Background: an optimization exercise with open tools, aiming at small area, a short achievable clock period and few clock cycles per item. Do not read the settings as production practice. Where RTL was checked, it was by simulation tests only, not by an equivalence proof against the original. No activity file was given, so power comes from the tool's default toggle rates.

Design processor, start of the top module:
module processor(
    input [15:0] DIN,
    input Resetn, Clock, Run,
    output reg Done,
    output reg [15:0] BusWires
    );
Settings: LEC_CHECK=0, CAP_MARGIN=20, CORE_MARGIN=2, CORE_UTILIZATION=40, SETUP_SLACK_MARGIN=4, SLEW_MARGIN=20; clock period 10.0 ns.
run.sh (not shown) runs the stock make flow with config.mk's settings and CLKGATE_MAP_FILE= SYNTH_SCRIPT=/design/flow/synth_recipe.tcl, a recipe that flattens the netlist after the stock synthesis.
==> next run, changes <==
Settings changed: SETUP_SLACK_MARGIN 4 to not set.
=> The changed run produced a clean layout; synthesized cell count stays the same; fmax went down by 21%; critical path depth stays the same.
==> next run, changes <==
Settings changed: SETUP_SLACK_MARGIN set to 3.
Effect: Via count goes up by 9.4%; total power goes up by 4.5%; clock power goes down by 5.6%; clock-buffer cell count goes down by 2; clock skew hardly moves; synthesized area stays the same; worst setup slack gets better by 1.7 ns; first-iteration DRC count goes up by 40%; critical path depth is unchanged; wire length goes up by 11%; synthesized cell count is unchanged.
Function was not checked in any run of this note: the RTL went through the layout flow alone.


## run 1
The RTL this note starts from:
==> flow/design.v <==
module processor(
    input [15:0] DIN,
    input Resetn, Clock, Run,
    output reg Done,
    output reg [15:0] BusWires
    );
reg [127:0] rf;         
reg         pend;       
reg [2:0]   mvi_rx;     
wire [2:0] rx = DIN[12:10];
wire [2:0] ry = DIN[9:7];
wire is_mvi = ~DIN[14] & DIN[13];    
wire use_x  = ~pend & DIN[14];       
wire sub    = ~pend & DIN[13];       
reg [15:0] X, Y;
integer i;
always @(*) begin
    X = 16'd0;
    Y = DIN & {16{pend}};
    for (i = 0; i < 8; i = i + 1) begin
        X = X | (rf[16*i +: 16] & {16{use_x && rx == i}});
        Y = Y | (rf[16*i +: 16] & {16{!pend && ry == i}});
    end
end
always @(*) begin
    BusWires = X + (Y ^ {16{sub}}) + {15'd0, sub};
    Done = Resetn & (pend | (Run & ~is_mvi));
end
wire [2:0] wa = pend ? mvi_rx : rx;
always @(posedge Clock) begin
    if (!pend) mvi_rx <= rx;
    pend <= Resetn & ~pend & Run & is_mvi;
    for (i = 0; i < 8; i = i + 1)
        if (Done && wa == i) rf[16*i +: 16] <= BusWires;
end
endmodule
export LEC_CHECK = 0
export ABC_AREA = 1
export CAP_MARGIN = 20
export CORE_MARGIN = 2
export CORE_UTILIZATION = 40
export CTS_BUF_LIST = sky130_fd_sc_hd__clkbuf_4 sky130_fd_sc_hd__clkbuf_8
export SETUP_SLACK_MARGIN = 2.5
export SLEW_MARGIN = 20
create_clock -name core_clock -period 10.0 [get_ports {Clock}]
standard.sh (not shown) runs the stock make flow with config.mk's settings and CLKGATE_MAP_FILE= SYNTH_SCRIPT=/design/flow/synth_recipe.tcl, a recipe that flattens the netlist after the stock synthesis.
==> flow/flow/run.sh <==
#!/bin/bash
# Standard ORFS layout, with the port buffers made from plain buffers
# (sky130_fd_sc_hd__buf_2) instead of the delay buffers buffer_ports picks.
set -euo pipefail
bash standard.sh BUFFER_PORTS_ARGS="-buffer_cell sky130_fd_sc_hd__buf_2" finish > orfs_make.log 2>&1
Testbench counts of run 1, summed over its fixed seeds: cycles 9,996, items 8,000.
Input changes introduced in run 2 (baseline for comparison: run 1):
# run 1
export LEC_CHECK = 0
export ABC_AREA = 1
export CAP_MARGIN = 20
export CORE_MARGIN = 2
export CORE_UTILIZATION = 40
export CTS_BUF_LIST = sky130_fd_sc_hd__clkbuf_4 sky130_fd_sc_hd__clkbuf_8
export SETUP_SLACK_MARGIN = 2.5
export SLEW_MARGIN = 20
create_clock -name core_clock -period 10.0 [get_ports {Clock}]
# run 2
export LEC_CHECK = 0
export ABC_AREA = 1
export CAP_MARGIN = 20
export CORE_MARGIN = 2
export CORE_UTILIZATION = 40
export CTS_BUF_LIST = sky130_fd_sc_hd__clkbuf_4 sky130_fd_sc_hd__clkbuf_8
export SETUP_SLACK_MARGIN = 3
export SLEW_MARGIN = 20
create_clock -name core_clock -period 10.0 [get_ports {Clock}]
==> results.txt <==
- Comparing run 2 against run 1, there is no change at all in sequential standard cell area.
- Max synthesis-to-finish area growth across run 1 and run 2: run 2
- STATUS switching component of the power: run 2 loses against run 1
- Run 1 has lower number of non-clock buffers than run 2.
- For run 1, the critical path launch point was DIN[10], unlike run 2, where it was DIN[8].
- Comparing run 1 and run 2, total power is higher on run 2.
### run 2 -> run 3
# run 2
export LEC_CHECK = 0
export ABC_AREA = 1
export CAP_MARGIN = 20
export CORE_MARGIN = 2
export CORE_UTILIZATION = 40
export CTS_BUF_LIST = sky130_fd_sc_hd__clkbuf_4 sky130_fd_sc_hd__clkbuf_8
export SETUP_SLACK_MARGIN = 3
export SLEW_MARGIN = 20
create_clock -name core_clock -period 10.0 [get_ports {Clock}]
# run 3
export LEC_CHECK = 0
export CAP_MARGIN = 20
export CORE_MARGIN = 2
export CORE_UTILIZATION = 40
export CTS_BUF_LIST = sky130_fd_sc_hd__clkbuf_4 sky130_fd_sc_hd__clkbuf_8
export CTS_CLUSTER_DIAMETER = 100
export CTS_CLUSTER_SIZE = 50
export SETUP_SLACK_MARGIN = 2
export SLEW_MARGIN = 20
create_clock -name core_clock -period 10.0 [get_ports {Clock}]
==> flow/run.sh (new file) <==
#!/bin/bash
# synth_recipe.tcl (not shown) runs the flow's synth.tcl, then flattens the netlist and writes it again
# the make line also repeats each setting of config.mk as NAME=value (left out here)
make -C /OpenROAD-flow-scripts/flow DESIGN_CONFIG=/design/flow/config.mk WORK_HOME=/design/flow/orfs CLKGATE_MAP_FILE= SYNTH_SCRIPT=/design/flow/synth_recipe.tcl finish
removed: flow/flow/run.sh
removed: flow/standard.sh
==> comparison <==
Run 3 has completed all stages; timing, DRC and antenna checks passed.
Wire length of the first global-routing pass was higher in the run labelled run 2.
Number of antenna violations at the first check in global routing: run 3 and run 2 compared, higher one is run 2
Run 3 reports its critical path startpoint as DIN[14] while run 2 reports DIN[8].
Max minimum period implied by the final worst setup slack across run 3 and run 2: run 3
Inputs modified between run 3 and run 4:
# run 3
export LEC_CHECK = 0
export CAP_MARGIN = 20
export CORE_MARGIN = 2
export CORE_UTILIZATION = 40
export CTS_BUF_LIST = sky130_fd_sc_hd__clkbuf_4 sky130_fd_sc_hd__clkbuf_8
export CTS_CLUSTER_DIAMETER = 100
export CTS_CLUSTER_SIZE = 50
export SETUP_SLACK_MARGIN = 2
export SLEW_MARGIN = 20
create_clock -name core_clock -period 10.0 [get_ports {Clock}]
# run 4
export LEC_CHECK = 0
export CAP_MARGIN = 20
export CORE_MARGIN = 2
export CORE_UTILIZATION = 60
export CTS_BUF_LIST = sky130_fd_sc_hd__clkbuf_4 sky130_fd_sc_hd__clkbuf_8
export SETUP_SLACK_MARGIN = 2
export SLEW_MARGIN = 20
create_clock -name core_clock -period 10.0 [get_ports {Clock}]
==> results.txt <==
Core utilization: run 4 higher than run 3
The run with more routed wire is run 3, not run 4.
Summary of the comparison: number of buffers inserted by post-CTS setup repair is lower in run 4, relative to run 3.
Run 4 and run 3 ended up with nearly the same setup slack after layout.
Taking run 3 as the reference, in run 4 post-synthesis to final-layout area growth -1.7 points; area of all placed cells without fillers shrank by 1.4%; buffering stage count on the worst path with inverters included moved up; number of vias per cell now sits higher.
Edits applied to the flow inputs when going from run 4 to run 5:
# run 4
export LEC_CHECK = 0
export CAP_MARGIN = 20
export CORE_MARGIN = 2
export CORE_UTILIZATION = 60
export CTS_BUF_LIST = sky130_fd_sc_hd__clkbuf_4 sky130_fd_sc_hd__clkbuf_8
export SETUP_SLACK_MARGIN = 2
export SLEW_MARGIN = 20
create_clock -name core_clock -period 10.0 [get_ports {Clock}]
# run 5
export LEC_CHECK = 0
export CAP_MARGIN = 20
export CORE_MARGIN = 2
export CORE_UTILIZATION = 40
export CTS_BUF_LIST = sky130_fd_sc_hd__clkbuf_4 sky130_fd_sc_hd__clkbuf_8
export SETUP_SLACK_MARGIN = 1
export SLEW_MARGIN = 20
create_clock -name core_clock -period 10.0 [get_ports {Clock}]
==> flow/flow/run.sh (new file) <==
#!/bin/bash
# Standard ORFS layout, with the port buffers made from plain buffers
# (sky130_fd_sc_hd__buf_2) instead of the delay buffers buffer_ports picks.
set -euo pipefail
bash standard.sh BUFFER_PORTS_ARGS="-buffer_cell sky130_fd_sc_hd__buf_2" finish > orfs_make.log 2>&1
==> flow/standard.sh (new file) <==
#!/bin/bash
# synth_recipe.tcl (not shown) runs the flow's synth.tcl, then flattens the netlist and writes it again
# the make line also repeats each setting of config.mk as NAME=value (left out here)
make -C /OpenROAD-flow-scripts/flow DESIGN_CONFIG=/design/flow/config.mk WORK_HOME=/design/flow/orfs CLKGATE_MAP_FILE= SYNTH_SCRIPT=/design/flow/synth_recipe.tcl "${@:-finish}"
removed: flow/run.sh
Results
On final critical-path required period: between run 4 and run 5, it ends up higher for run 5. Compared with run 4, in run 5 total power moved down, non-filler instance count after layout moved up.
#### Input delta (run 6 over run 5)
# run 5
export LEC_CHECK = 0
export CAP_MARGIN = 20
export CORE_MARGIN = 2
export CORE_UTILIZATION = 40
export CTS_BUF_LIST = sky130_fd_sc_hd__clkbuf_4 sky130_fd_sc_hd__clkbuf_8
export SETUP_SLACK_MARGIN = 1
export SLEW_MARGIN = 20
create_clock -name core_clock -period 10.0 [get_ports {Clock}]
# run 6
export LEC_CHECK = 0
export ABC_AREA = 1
export CAP_MARGIN = 20
export CORE_MARGIN = 2
export CORE_UTILIZATION = 40
export CTS_BUF_LIST = sky130_fd_sc_hd__clkbuf_4 sky130_fd_sc_hd__clkbuf_8
export SETUP_SLACK_MARGIN = 2
export SLEW_MARGIN = 20
create_clock -name core_clock -period 10.0 [get_ports {Clock}]
Results
Final area delta for run 6 relative to run 5: 1.1% higher
Cell with the largest stage delay on the worst path = a2111oi_0: run 6; cell with the largest stage delay on the worst path = xnor2_1: run 5
Between run 5 and run 6, total power draw decreased.
On wire length of the first global-routing pass: run 6 sits above run 5.
Looking at minimum clock period, run 6 sits 0.87 ns below run 5.
Detailed-routing wirelength on met1 up 590 um in run 6 wrt run 5
Run 6 vs run 5, top metal layer carrying routed signals: met5 vs met4
Side by side, initial antenna violation count turned out higher in run 6 than in run 5.
Run 6 and run 5 ended up with roughly the same adder and majority gate portion of the synthesized area.
Of the two values seen for startpoint of the most critical setup path, DIN[7] was produced by run 5 and DIN[8] by run 6.
Run 6 vs run 5 — number of different library cells in the post-synthesis netlist dropped by more than 10%
Critical path depth ends up higher on run 5.
Transition time of the tightest slew-check pin, run 6 and run 5: larger value in run 6

static timing again, ports no longer ideal:
The results above use ideal ports. As a check the final layouts listed here were re-extracted and re-timed, cells and wires unchanged.
Step 1 sets driving cells, clkbuf_16 on the clock port and buf_2 on the other inputs (assumed; they add their load-dependent delay and slew).
Step 2 adds t to the input delays and takes it off the output delays; t is the mean of the earliest and latest rising clock arrival at the registers after step 1. Input paths then give back, and output paths get back, about the clock's delay inside the block.
Slacks: no drivers / after step 1 / after step 2; pairs: no drivers / after step 1.
run	t (ns)	slack for setup (ns)	hold WS [ns]	cell pins on the clock port's net
the first run of note 1	0.460	3.021 / 2.932 / 2.932	0.490 / 0.490 / 0.490	1
the second run of note 1	0.460	1.192 / 1.164 / 1.164	0.489 / 0.489 / 0.489	1
the third run of note 1	0.454	2.883 / 2.793 / 2.793	0.507 / 0.507 / 0.507	1
run 1	0.494	2.627 / 2.600 / 2.600	0.476 / 0.476 / 0.476	1
run 2	0.494	3.059 / 3.036 / 3.036	0.476 / 0.476 / 0.476	1
run 3	0.488	2.127 / 2.103 / 2.103	0.493 / 0.493 / 0.493	1
run 4	0.490	2.125 / 2.098 / 2.098	0.492 / 0.492 / 0.492	1
run 5	0.489	1.530 / 1.503 / 1.503	0.492 / 0.492 / 0.492	1
run 6	0.489	2.397 / 2.375 / 2.375	0.476 / 0.476 / 0.476	1
After both steps every run listed still meets setup and hold. The setup slack of the third run of note 1, which loses most, moves by -0.090 ns with the drivers and by -0.090 ns with both steps.
